From an optimization exercise on the open Yosys and OpenROAD flow, aimed at small area; shortcuts taken in it are not production practice.
Only the layout flow was run in this run; the RTL was not checked for function there.
No activity file was given, so power comes from the tool's default toggle rates.

$ cat config.mk
export PLATFORM = sky130hd
export DESIGN_NAME = poly_fir_stage1
export DESIGN_NICKNAME = poly_fir_stage1
export VERILOG_FILES = /design/flow/design.v
export SDC_FILE = /design/flow/constraint.sdc
export NUM_CORES = 8
export LEC_CHECK = 0
export CAP_MARGIN = 20
export CORE_MARGIN = 2
export CORE_UTILIZATION = 40
export SLEW_MARGIN = 20
$ cat constraint.sdc
create_clock -name core_clock -period 10.0 [get_ports {clk}]
set_input_delay 2.0000 -clock core_clock [delete_from_list [all_inputs] [get_ports {clk}]]
set_output_delay 2.0000 -clock core_clock [all_outputs]
set_load 0.01 [all_outputs]
$ cat design.v
module poly_fir_stage1 #(
    parameter int DECIMATION_FACTOR = 9,
    parameter int TAP_LEN          = 63,
    parameter int DATA_WIDTH       = 16,
    parameter int COEF_WIDTH       = 16,
    parameter int BUF_LEN          = 64
    )(
    input  logic                          clk,
    input  logic                          rst,
    input  logic                          din_valid,
    output logic                          dout_valid,
    input  logic signed [DATA_WIDTH-1:0]  din,
    output logic signed [DATA_WIDTH-1:0]  dout
    );
    localparam int W = 32;
    wire accept = din_valid & ~rst;
    logic [3:0] preg;
    always_ff @(posedge clk) begin
        if (rst) preg <= 4'd0;
        else if (accept) preg <= (preg == 4'd8) ? 4'd0 : preg + 4'd1;
    end
    logic       busy;
    logic [2:0] j;
    logic [1:0] r;
    wire last = busy & (j == 3'd6) & (r == 2'd3);
    always_ff @(posedge clk) begin
        if (rst) begin
            busy <= 1'b0;
        end else if (accept) begin
            busy <= 1'b1;
        end else if (last) begin
            busy <= 1'b0;
        end
        if (accept) begin
            j <= 3'd0;
            r <= 2'd0;
        end else if (j == 3'd6) begin
            j <= 3'd0;
            r <= r + 2'd1;
        end else begin
            j <= j + 3'd1;
        end
    end
    wire blk_end = last & (preg == 4'd0);
    logic [2:0] kc;
    always_ff @(posedge clk) begin
        if (rst) kc <= 3'd0;
        else if (!blk_end) kc <= (kc == 3'd6) ? 3'd0 : kc + 3'd1;
    end
    logic signed [15:0] x;
    always_ff @(posedge clk) begin
        if (accept) x <= din;
        else if (last) x <= '0;
    end
    wire signed [17:0] x3 = {{2{x[15]}}, x} + {x[15], x, 1'b0};
    logic [5:0] tc;
    always_comb begin
        case ({preg, kc, r})
            9'd0: tc = {1'b0, 4'd0, 1'b0};
            9'd1: tc = {1'b0, 4'd0, 1'b0};
            9'd2: tc = {1'b0, 4'd0, 1'b0};
            9'd3: tc = {1'b0, 4'd0, 1'b1};
            9'd4: tc = {1'b0, 4'd2, 1'b0};
            9'd5: tc = {1'b0, 4'd3, 1'b0};
            9'd6: tc = {1'b1, 4'd4, 1'b0};
            9'd7: tc = {1'b1, 4'd4, 1'b0};
            9'd8: tc = {1'b0, 4'd0, 1'b0};
            9'd9: tc = {1'b0, 4'd3, 1'b0};
            9'd10: tc = {1'b1, 4'd6, 1'b0};
            9'd11: tc = {1'b1, 4'd7, 1'b0};
            9'd12: tc = {1'b0, 4'd0, 1'b0};
            9'd13: tc = {1'b1, 4'd4, 1'b0};
            9'd14: tc = {1'b1, 4'd7, 1'b0};
            9'd15: tc = {1'b1, 4'd8, 1'b0};
            9'd16: tc = {1'b0, 4'd0, 1'b0};
            9'd17: tc = {1'b1, 4'd7, 1'b0};
            9'd18: tc = {1'b1, 4'd7, 1'b0};
            9'd19: tc = {1'b1, 4'd7, 1'b0};
            9'd20: tc = {1'b0, 4'd0, 1'b0};
            9'd21: tc = {1'b0, 4'd6, 1'b0};
            9'd22: tc = {1'b0, 4'd6, 1'b0};
            9'd23: tc = {1'b1, 4'd7, 1'b0};
            9'd24: tc = {1'b0, 4'd1, 1'b0};
            9'd25: tc = {1'b0, 4'd4, 1'b0};
            9'd26: tc = {1'b0, 4'd4, 1'b0};
            9'd27: tc = {1'b1, 4'd4, 1'b0};
            9'd32: tc = {1'b0, 4'd1, 1'b0};
            9'd33: tc = {1'b0, 4'd4, 1'b0};
            9'd34: tc = {1'b0, 4'd4, 1'b0};
            9'd35: tc = {1'b1, 4'd4, 1'b0};
            9'd36: tc = {1'b0, 4'd0, 1'b0};
            9'd37: tc = {1'b0, 4'd6, 1'b0};
            9'd38: tc = {1'b0, 4'd6, 1'b0};
            9'd39: tc = {1'b1, 4'd7, 1'b0};
            9'd40: tc = {1'b0, 4'd0, 1'b0};
            9'd41: tc = {1'b1, 4'd7, 1'b0};
            9'd42: tc = {1'b1, 4'd7, 1'b0};
            9'd43: tc = {1'b1, 4'd7, 1'b0};
            9'd44: tc = {1'b0, 4'd0, 1'b0};
            9'd45: tc = {1'b1, 4'd4, 1'b0};
            9'd46: tc = {1'b1, 4'd7, 1'b0};
            9'd47: tc = {1'b1, 4'd8, 1'b0};
            9'd48: tc = {1'b0, 4'd0, 1'b0};
            9'd49: tc = {1'b0, 4'd3, 1'b0};
            9'd50: tc = {1'b1, 4'd6, 1'b0};
            9'd51: tc = {1'b1, 4'd7, 1'b0};
            9'd52: tc = {1'b0, 4'd2, 1'b0};
            9'd53: tc = {1'b0, 4'd3, 1'b0};
            9'd54: tc = {1'b1, 4'd4, 1'b0};
            9'd55: tc = {1'b1, 4'd4, 1'b0};
            9'd56: tc = {1'b0, 4'd0, 1'b0};
            9'd57: tc = {1'b0, 4'd0, 1'b0};
            9'd58: tc = {1'b0, 4'd0, 1'b0};
            9'd59: tc = {1'b0, 4'd0, 1'b1};
            9'd64: tc = {1'b0, 4'd0, 1'b0};
            9'd65: tc = {1'b1, 4'd2, 1'b0};
            9'd66: tc = {1'b1, 4'd3, 1'b0};
            9'd67: tc = {1'b1, 4'd3, 1'b0};
            9'd68: tc = {1'b0, 4'd2, 1'b1};
            9'd69: tc = {1'b0, 4'd6, 1'b0};
            9'd70: tc = {1'b1, 4'd6, 1'b0};
            9'd71: tc = {1'b1, 4'd6, 1'b0};
            9'd72: tc = {1'b0, 4'd3, 1'b0};
            9'd73: tc = {1'b0, 4'd6, 1'b0};
            9'd74: tc = {1'b0, 4'd8, 1'b0};
            9'd75: tc = {1'b1, 4'd8, 1'b0};
            9'd76: tc = {1'b0, 4'd0, 1'b1};
            9'd77: tc = {1'b1, 4'd3, 1'b0};
            9'd78: tc = {1'b1, 4'd6, 1'b0};
            9'd79: tc = {1'b0, 4'd10, 1'b0};
            9'd80: tc = {1'b1, 4'd0, 1'b1};
            9'd81: tc = {1'b1, 4'd3, 1'b0};
            9'd82: tc = {1'b1, 4'd7, 1'b0};
            9'd83: tc = {1'b0, 4'd8, 1'b0};
            9'd84: tc = {1'b1, 4'd0, 1'b0};
            9'd85: tc = {1'b0, 4'd3, 1'b0};
            9'd86: tc = {1'b0, 4'd5, 1'b0};
            9'd87: tc = {1'b1, 4'd5, 1'b0};
            9'd88: tc = {1'b0, 4'd0, 1'b0};
            9'd89: tc = {1'b0, 4'd0, 1'b0};
            9'd90: tc = {1'b0, 4'd0, 1'b0};
            9'd91: tc = {1'b0, 4'd0, 1'b0};
            9'd96: tc = {1'b0, 4'd2, 1'b0};
            9'd97: tc = {1'b0, 4'd3, 1'b0};
            9'd98: tc = {1'b0, 4'd3, 1'b0};
            9'd99: tc = {1'b1, 4'd3, 1'b0};
            9'd100: tc = {1'b0, 4'd0, 1'b1};
            9'd101: tc = {1'b0, 4'd2, 1'b1};
            9'd102: tc = {1'b1, 4'd6, 1'b0};
            9'd103: tc = {1'b1, 4'd6, 1'b0};
            9'd104: tc = {1'b0, 4'd0, 1'b0};
            9'd105: tc = {1'b0, 4'd3, 1'b0};
            9'd106: tc = {1'b0, 4'd8, 1'b0};
            9'd107: tc = {1'b1, 4'd8, 1'b0};
            9'd108: tc = {1'b1, 4'd2, 1'b1};
            9'd109: tc = {1'b0, 4'd8, 1'b0};
            9'd110: tc = {1'b0, 4'd8, 1'b0};
            9'd111: tc = {1'b1, 4'd8, 1'b0};
            9'd112: tc = {1'b0, 4'd1, 1'b0};
            9'd113: tc = {1'b0, 4'd5, 1'b1};
            9'd114: tc = {1'b1, 4'd7, 1'b0};
            9'd115: tc = {1'b1, 4'd7, 1'b0};
            9'd116: tc = {1'b0, 4'd4, 1'b0};
            9'd117: tc = {1'b0, 4'd5, 1'b0};
            9'd118: tc = {1'b0, 4'd5, 1'b0};
            9'd119: tc = {1'b1, 4'd5, 1'b0};
            9'd120: tc = {1'b0, 4'd0, 1'b0};
            9'd121: tc = {1'b0, 4'd0, 1'b0};
            9'd122: tc = {1'b1, 4'd0, 1'b0};
            9'd123: tc = {1'b1, 4'd0, 1'b0};
            9'd128: tc = {1'b0, 4'd0, 1'b0};
            9'd129: tc = {1'b1, 4'd1, 1'b0};
            9'd130: tc = {1'b1, 4'd2, 1'b0};
            9'd131: tc = {1'b1, 4'd2, 1'b0};
            9'd132: tc = {1'b0, 4'd5, 1'b0};
            9'd133: tc = {1'b1, 4'd5, 1'b0};
            9'd134: tc = {1'b1, 4'd5, 1'b0};
            9'd135: tc = {1'b1, 4'd5, 1'b0};
            9'd136: tc = {1'b0, 4'd2, 1'b0};
            9'd137: tc = {1'b1, 4'd6, 1'b0};
            9'd138: tc = {1'b1, 4'd7, 1'b0};
            9'd139: tc = {1'b1, 4'd7, 1'b0};
            9'd140: tc = {1'b0, 4'd0, 1'b0};
            9'd141: tc = {1'b0, 4'd2, 1'b0};
            9'd142: tc = {1'b1, 4'd8, 1'b0};
            9'd143: tc = {1'b0, 4'd9, 1'b0};
            9'd144: tc = {1'b0, 4'd0, 1'b1};
            9'd145: tc = {1'b1, 4'd4, 1'b0};
            9'd146: tc = {1'b1, 4'd7, 1'b0};
            9'd147: tc = {1'b1, 4'd7, 1'b0};
            9'd148: tc = {1'b0, 4'd1, 1'b0};
            9'd149: tc = {1'b1, 4'd3, 1'b0};
            9'd150: tc = {1'b1, 4'd5, 1'b0};
            9'd151: tc = {1'b1, 4'd5, 1'b0};
            9'd152: tc = {1'b1, 4'd0, 1'b0};
            9'd153: tc = {1'b0, 4'd1, 1'b0};
            9'd154: tc = {1'b0, 4'd1, 1'b0};
            9'd155: tc = {1'b1, 4'd1, 1'b0};
            9'd160: tc = {1'b1, 4'd0, 1'b0};
            9'd161: tc = {1'b1, 4'd1, 1'b0};
            9'd162: tc = {1'b1, 4'd1, 1'b0};
            9'd163: tc = {1'b1, 4'd1, 1'b0};
            9'd164: tc = {1'b0, 4'd1, 1'b0};
            9'd165: tc = {1'b0, 4'd3, 1'b0};
            9'd166: tc = {1'b0, 4'd6, 1'b0};
            9'd167: tc = {1'b1, 4'd6, 1'b0};
            9'd168: tc = {1'b0, 4'd0, 1'b1};
            9'd169: tc = {1'b0, 4'd2, 1'b1};
            9'd170: tc = {1'b0, 4'd7, 1'b0};
            9'd171: tc = {1'b1, 4'd8, 1'b0};
            9'd172: tc = {1'b1, 4'd0, 1'b0};
            9'd173: tc = {1'b0, 4'd3, 1'b0};
            9'd174: tc = {1'b1, 4'd8, 1'b0};
            9'd175: tc = {1'b0, 4'd9, 1'b0};
            9'd176: tc = {1'b0, 4'd0, 1'b1};
            9'd177: tc = {1'b0, 4'd2, 1'b1};
            9'd178: tc = {1'b0, 4'd7, 1'b0};
            9'd179: tc = {1'b1, 4'd8, 1'b0};
            9'd180: tc = {1'b0, 4'd1, 1'b0};
            9'd181: tc = {1'b0, 4'd3, 1'b0};
            9'd182: tc = {1'b0, 4'd6, 1'b0};
            9'd183: tc = {1'b1, 4'd6, 1'b0};
            9'd184: tc = {1'b1, 4'd0, 1'b0};
            9'd185: tc = {1'b1, 4'd1, 1'b0};
            9'd186: tc = {1'b1, 4'd1, 1'b0};
            9'd187: tc = {1'b1, 4'd1, 1'b0};
            9'd192: tc = {1'b1, 4'd0, 1'b0};
            9'd193: tc = {1'b0, 4'd1, 1'b0};
            9'd194: tc = {1'b0, 4'd1, 1'b0};
            9'd195: tc = {1'b1, 4'd1, 1'b0};
            9'd196: tc = {1'b0, 4'd1, 1'b0};
            9'd197: tc = {1'b1, 4'd3, 1'b0};
            9'd198: tc = {1'b1, 4'd5, 1'b0};
            9'd199: tc = {1'b1, 4'd5, 1'b0};
            9'd200: tc = {1'b0, 4'd0, 1'b1};
            9'd201: tc = {1'b1, 4'd4, 1'b0};
            9'd202: tc = {1'b1, 4'd7, 1'b0};
            9'd203: tc = {1'b1, 4'd7, 1'b0};
            9'd204: tc = {1'b0, 4'd0, 1'b0};
            9'd205: tc = {1'b0, 4'd2, 1'b0};
            9'd206: tc = {1'b1, 4'd8, 1'b0};
            9'd207: tc = {1'b0, 4'd9, 1'b0};
            9'd208: tc = {1'b0, 4'd2, 1'b0};
            9'd209: tc = {1'b1, 4'd6, 1'b0};
            9'd210: tc = {1'b1, 4'd7, 1'b0};
            9'd211: tc = {1'b1, 4'd7, 1'b0};
            9'd212: tc = {1'b0, 4'd5, 1'b0};
            9'd213: tc = {1'b1, 4'd5, 1'b0};
            9'd214: tc = {1'b1, 4'd5, 1'b0};
            9'd215: tc = {1'b1, 4'd5, 1'b0};
            9'd216: tc = {1'b0, 4'd0, 1'b0};
            9'd217: tc = {1'b1, 4'd1, 1'b0};
            9'd218: tc = {1'b1, 4'd2, 1'b0};
            9'd219: tc = {1'b1, 4'd2, 1'b0};
            9'd224: tc = {1'b0, 4'd0, 1'b0};
            9'd225: tc = {1'b0, 4'd0, 1'b0};
            9'd226: tc = {1'b1, 4'd0, 1'b0};
            9'd227: tc = {1'b1, 4'd0, 1'b0};
            9'd228: tc = {1'b0, 4'd4, 1'b0};
            9'd229: tc = {1'b0, 4'd5, 1'b0};
            9'd230: tc = {1'b0, 4'd5, 1'b0};
            9'd231: tc = {1'b1, 4'd5, 1'b0};
            9'd232: tc = {1'b0, 4'd1, 1'b0};
            9'd233: tc = {1'b0, 4'd5, 1'b1};
            9'd234: tc = {1'b1, 4'd7, 1'b0};
            9'd235: tc = {1'b1, 4'd7, 1'b0};
            9'd236: tc = {1'b1, 4'd2, 1'b1};
            9'd237: tc = {1'b0, 4'd8, 1'b0};
            9'd238: tc = {1'b0, 4'd8, 1'b0};
            9'd239: tc = {1'b1, 4'd8, 1'b0};
            9'd240: tc = {1'b0, 4'd0, 1'b0};
            9'd241: tc = {1'b0, 4'd3, 1'b0};
            9'd242: tc = {1'b0, 4'd8, 1'b0};
            9'd243: tc = {1'b1, 4'd8, 1'b0};
            9'd244: tc = {1'b0, 4'd0, 1'b1};
            9'd245: tc = {1'b0, 4'd2, 1'b1};
            9'd246: tc = {1'b1, 4'd6, 1'b0};
            9'd247: tc = {1'b1, 4'd6, 1'b0};
            9'd248: tc = {1'b0, 4'd2, 1'b0};
            9'd249: tc = {1'b0, 4'd3, 1'b0};
            9'd250: tc = {1'b0, 4'd3, 1'b0};
            9'd251: tc = {1'b1, 4'd3, 1'b0};
            9'd256: tc = {1'b0, 4'd0, 1'b0};
            9'd257: tc = {1'b0, 4'd0, 1'b0};
            9'd258: tc = {1'b0, 4'd0, 1'b0};
            9'd259: tc = {1'b0, 4'd0, 1'b0};
            9'd260: tc = {1'b1, 4'd0, 1'b0};
            9'd261: tc = {1'b0, 4'd3, 1'b0};
            9'd262: tc = {1'b0, 4'd5, 1'b0};
            9'd263: tc = {1'b1, 4'd5, 1'b0};
            9'd264: tc = {1'b1, 4'd0, 1'b1};
            9'd265: tc = {1'b1, 4'd3, 1'b0};
            9'd266: tc = {1'b1, 4'd7, 1'b0};
            9'd267: tc = {1'b0, 4'd8, 1'b0};
            9'd268: tc = {1'b0, 4'd0, 1'b1};
            9'd269: tc = {1'b1, 4'd3, 1'b0};
            9'd270: tc = {1'b1, 4'd6, 1'b0};
            9'd271: tc = {1'b0, 4'd10, 1'b0};
            9'd272: tc = {1'b0, 4'd3, 1'b0};
            9'd273: tc = {1'b0, 4'd6, 1'b0};
            9'd274: tc = {1'b0, 4'd8, 1'b0};
            9'd275: tc = {1'b1, 4'd8, 1'b0};
            9'd276: tc = {1'b0, 4'd2, 1'b1};
            9'd277: tc = {1'b0, 4'd6, 1'b0};
            9'd278: tc = {1'b1, 4'd6, 1'b0};
            9'd279: tc = {1'b1, 4'd6, 1'b0};
            9'd280: tc = {1'b0, 4'd0, 1'b0};
            9'd281: tc = {1'b1, 4'd2, 1'b0};
            9'd282: tc = {1'b1, 4'd3, 1'b0};
            9'd283: tc = {1'b1, 4'd3, 1'b0};
            default: tc = 6'd0;
        endcase
    end
    wire        t_m3  = tc[5];
    wire [3:0]  t_sh  = tc[4:1];
    wire        t_neg = tc[0];
    wire signed [17:0] mx = t_m3 ? x3 : {{2{x[15]}}, x};
    wire signed [W-1:0] mxe = W'(mx);
    wire signed [W-1:0] term = (mxe <<< t_sh) ^ {W{t_neg}};
    logic signed [W-1:0] ring [0:6];
    wire clr = busy & (preg == 4'd1) & (r == 2'd0) & (kc == 3'd6);
    wire fin = busy & (preg == 4'd0) & (r == 2'd3) & (kc == 3'd0);
    wire signed [W-1:0] a = clr ? '0 : ring[6];
    wire signed [W-1:0] sum = a + term + W'(t_neg);
    always_ff @(posedge clk) begin
        ring[0] <= sum;
        for (int i = 1; i < 7; i++) ring[i] <= ring[i-1];
    end
    always_ff @(posedge clk) begin
        if (rst) dout_valid <= 1'b0;
        else dout_valid <= fin;
    end
    wire [1:0] top = ring[0][31:30];
    assign dout = (top == 2'b01) ? 16'sh7fff :
                  (top == 2'b10) ? 16'sh8000 : ring[0][30:15];
endmodule
$ cat run.sh
#!/bin/bash
# synth_recipe.tcl (not shown) runs the flow's synth.tcl, then flattens the netlist and writes it again
# the make line also repeats each setting of config.mk as NAME=value (left out here)
make -C /OpenROAD-flow-scripts/flow DESIGN_CONFIG=/design/flow/config.mk WORK_HOME=/design/flow/orfs CLKGATE_MAP_FILE= SYNTH_SCRIPT=/design/flow/synth_recipe.tcl finish
==> run summary <==
## worst max-delay path by stage
stage                     start     endpoint  slack (ps)  depth (start not counted)
after CTS                  r[0]  ring[0][30]        2380                         24
after floorplan            r[0]  ring[0][30]        3970                         27
after global placement     r[0]  ring[0][30]        2700                         24
after detailed placement   r[0]  ring[0][30]        2420                         24
after global routing       r[0]  ring[0][30]        1710                         24
final                      r[0]  ring[0][30]        2320                         24
## worst max-delay path: cells and delay by family (launching register included)
| kind | cells | cell delay [ps] |
|---|---|---|
| AOI/OAI and AO/OA | 13 | 4170 |
| muxes | 3 | 930 |
| adders and majority gates | 2 | 890 |
| xor gates and xnor gates | 2 | 220 |
| and+or+nand+nor | 3 | 540 |
| DFF | 1 | 620 |
| buffers and inverters | 1 | 240 |
## flip-flops by register name, summed over array words and instances, names as in the netlist
signal and flops:
busy 1, dout_valid 1, j 3, kc 3, preg 4, r 2, ring 224, x 16
## stage by stage
stage               util [%]  total power, W
finish                  45.3         0.00442
global route            45.3         0.00474
CTS                     45.3         0.00445
detailed placement      42.4         0.00347
global placement        42.4         0.00345
floorplan                  -         0.00299
## synth_stat cells, drive strengths merged (6+ instances only)
library cell and instances:
o311ai 9, o31ai 6, o21ai 55, edfxtp 16
and2 21, ha 58, clkbuf 29, a211oi 19
maj3 15, o22ai 7, o21bai 7, nand2 67
a31oi 10, dfxtp 238, a21oi 72, o211ai 14
or2 6, nand3 27, inv 35, mux2 20
o21a 12, xor2 34, nor2 66, nor2b 55
buf 42, a21o 21, a221oi 6, xnor2 33
nand2b 30, mux2i 54, nand4 9, nor3 17
o2111ai 8
## cell usage in the layout, fill, tap and decap left out, types with 6 or more instances in the layout
master	synthesis	routed
dfxtp_1	238	236
clkbuf_16	0	26
inv_1	35	35
a21oi_1	70	70
a31oi_1	9	9
nor3_1	15	14
and2_1	21	21
nor2_1	66	66
nand2b_1	30	30
buf_4	10	11
o22ai_1	7	6
o2111ai_1	7	7
o21a_1	12	12
o21ai_1	7	7
a21o_1	21	21
nand2_1	65	65
edfxtp_1	16	16
nor2b_1	55	55
a211oi_1	16	16
maj3_1	15	15
mux2i_1	52	52
a221oi_1	6	6
o21ai_0	48	48
xnor2_1	33	33
o21bai_1	7	7
o311ai_0	7	6
nand3_1	27	27
ha_1	58	58
o211ai_1	14	14
nand4_1	8	8
xor2_1	34	34
mux2_2	15	15
clkdlybuf4s50_1	0	35
## metal layers
layer  wire length, um  track usage, %  vias up
met4               840            6.01        0
met3              1310            2.55       51
met1             13300            24.8     4122
met2             11600            25.9      236
met5                 0               0        -
li1                  -               -     4352
## cells by family after synthesis
| family | Yosys count | synth area share (%) |
|---|---|---|
| compound gates | 307 | 18.5 |
| xor+xnor | 67 | 4.88 |
| fa+ha+maj | 75 | 7.61 |
| buf+inv | 107 | 4.44 |
| flops | 254 | 43.6 |
| mux | 75 | 6.71 |
| simple gates | 327 | 14.3 |
## layout make-up
class                           instances  area share, %
Sequential cell                       254           39.1
Tap cell                              390           3.63
Timing Repair Buffer                   46           3.22
Clock buffer                           30           5.18
Multi-Input combinational cell        851           46.6
Inverter                               36           1.01
Clock inverter                         13           1.27
## power breakdown
part | leakage (nW) | internal (W) | switching (W) | total [W]
clock | 0.423 | 0.000577 | 0.000377 | 0.000954
combinational | 2.73 | 0.000783 | 0.00101 | 0.00179
sequential | 2.16 | 0.00153 | 0.000141 | 0.00167
total | 5.32 | 0.00289 | 0.00153 | 0.00442
==> impl_metrics.csv <==
group,metric,value,unit
status,outcome,"finished clean",
flow_run,timing.max_cap.violations,0,
synth,netlist_area,12000,sq um
synth,async_reset_ff_share,0,%
layout,final_cell_area,13400,sq um
timing,drv_slew,0,
worst_setup_path,cpPeakStageDelay,740,ps
synth,yosysTopAreaCell,"dfxtp_1",
synth,synth_top_area_share,39.6,%
clock_tree,cts_buffer_depth,3,
global_routing,grt_max_degree,59,
die,rows,63,
die,fp.dieW,177,um
timing,period_share,76.8,%
global_routing,gr-total-overflow,0,
worst_setup_path,reg2reg_setup_slack,2320,ps
clock_tree,cts_tree,"built",
worst_setup_path,cpMaxStageDelayCell,"o31ai_4",
clock_tree,cts.clk_slew.worst_paths,70,ps
clock_tree,hold_buffers,0,
power,p_per_area,329,nW/um^2
synth,synth_area_leaders,"dfxtp_1 (40%), ha_1 (6.0%), mux2i_1 (4.3%)",
clock_tree,cts-resized-gates,0,
layout,multiInputGateArea,6260,sq um
timing,max_freq,130,MHz
synth,synthFlopType,"dfxtp_1",
synth,synth_cell_types,95,
synth,synth_cells,1212,
timing,whs,318,ps
timing,worst_slack,2320,ps
worst_setup_path,worstPathRequired,10460,ps
synth,synth_edf_count,16,
placement,place_inst,1577,
synth,ys_seq_area_share,43.6,%
clock_tree,clkLatencyLatePin,530,ps
die,dieArea,31500,sq um
layout,antenna-diode-count,0,
synth,post_synth.cell_area_avg,9.92,sq um
worst_setup_path,arrival,8140,ps
route,drt-total-wl,27000,um
worst_setup_path,path_max_fanout,19,
synth,synth-seq-cells,254,
layout,fin_nets,1292,
layout,syn_to_final_growth,11.7,%
worst_setup_path,r2r_start,"r[0]",
timing,worstMarginPinSlew,890,ps
route,dr.pass1.iters,5,
hold_path,holdCritStartpoint,"ring[4][26]",
worst_setup_path,startpoint_type,"flip-flop",
synth,ys_warn_count,2,
hold_path,hold-path-endpoint,"ring[5][26]",
global_routing,grt_pass1_wl,43900,um
worst_setup_path,r2r_end,"ring[0][30]",
route,dr_total_vias,8761,
hold_path,hold_path_class,"flip-flop to flip-flop",
synth,synth_nets,1291,
layout,n_fill_cell,2830,
layout,drive_above_1_share,8.86,%
die,coreArea,29600,sq um
timing,skew,18.0,ps
route,wl_per_cell,16.6,um
layout,ff_latch_area,5250,sq um
placement,placed_cell_area,12600,sq um
timing,tns,0,ps
clock_tree,clock_sinks,254,
global_routing,antenna_found_initial,0,
placement,dp_hpwl,19300,um
worst_setup_path,critical_path.cell_chain,"inv_1 -> ha_1 -> nor2b_1 -> a211o_1 -> o21ai_1 -> a311oi_4 -> o31ai_4 -> mux2i_1 -> mux2_2 -> mux2i_1 -> nand2_1 -> a21oi_1 -> xnor2_1 -> ha_1 -> a2111oi_0 -> o21a_1 -> o31ai_1 -> o41a_1 -> a221o_1 -> o41ai_1 -> o211ai_1 -> o21a_1 -> nor2_1 -> xnor2_1",
global_routing,first_global_vias,8253,
timing,timing.slew.headroom,40.7,%
timing,min_period,7680,ps
worst_setup_path,path_class,"flip-flop to flip-flop",
die,io_pins,36,
power,leakage,5.32,nW
placement,place_congestion,0.920,
worst_setup_path,r2r_cells,24,
timing,hold_viol_final,0,
route,drc_errors,0,
die,dieHeight,177,um
worst_setup_path,endpoint_kind,"flip-flop",
power,ir_drop,0.000236,V
hold_path,holdPathStages,0,
route,drtAntennaViolNets,0,
clock_tree,cts_buffers,24,
layout,layout.cells.non_filler,1620,
route,vias_per_cell,5.41,
timing,finalSetupViolations,0,
placement,post-place-ws,2420,ps
clock_tree,ctsHtreeMaxLevel,1,
die,start_util,40.6,%
clock_tree,cts_setup_buffers,0,
placement,portBuffers,35,
route,first_iter_violations,654,
clock_tree,cts_root_buf,"clkbuf_16",
timing,rsz0062_at_grt,"false",
global_routing,grtUsageTotal,17.2,%

what the ideal ports hide:
No port has a modelled driver above. Below, the same layout with a new extraction and two added sets of constraints. Step 1, drivers: a clkbuf_16 drives clk and a buf_2 each remaining input, both assumed. Step 2 times the ports against the registers' clock, not the clock port: input delays grow and output delays shrink by t, the midpoint of the rising clock arrivals with the driver on. Three values: ideal, step 1, step 2; two values: the first two.
t, ns: 0.569
setup slack, ns: 2.319 / 2.319 / 2.319
latest minus earliest clock arrival (ns): 0.018 / 0.018
After both steps this run still meets setup and hold. The setup slack of this run moves by 0.000 ns with the drivers and by 0.000 ns with both steps.
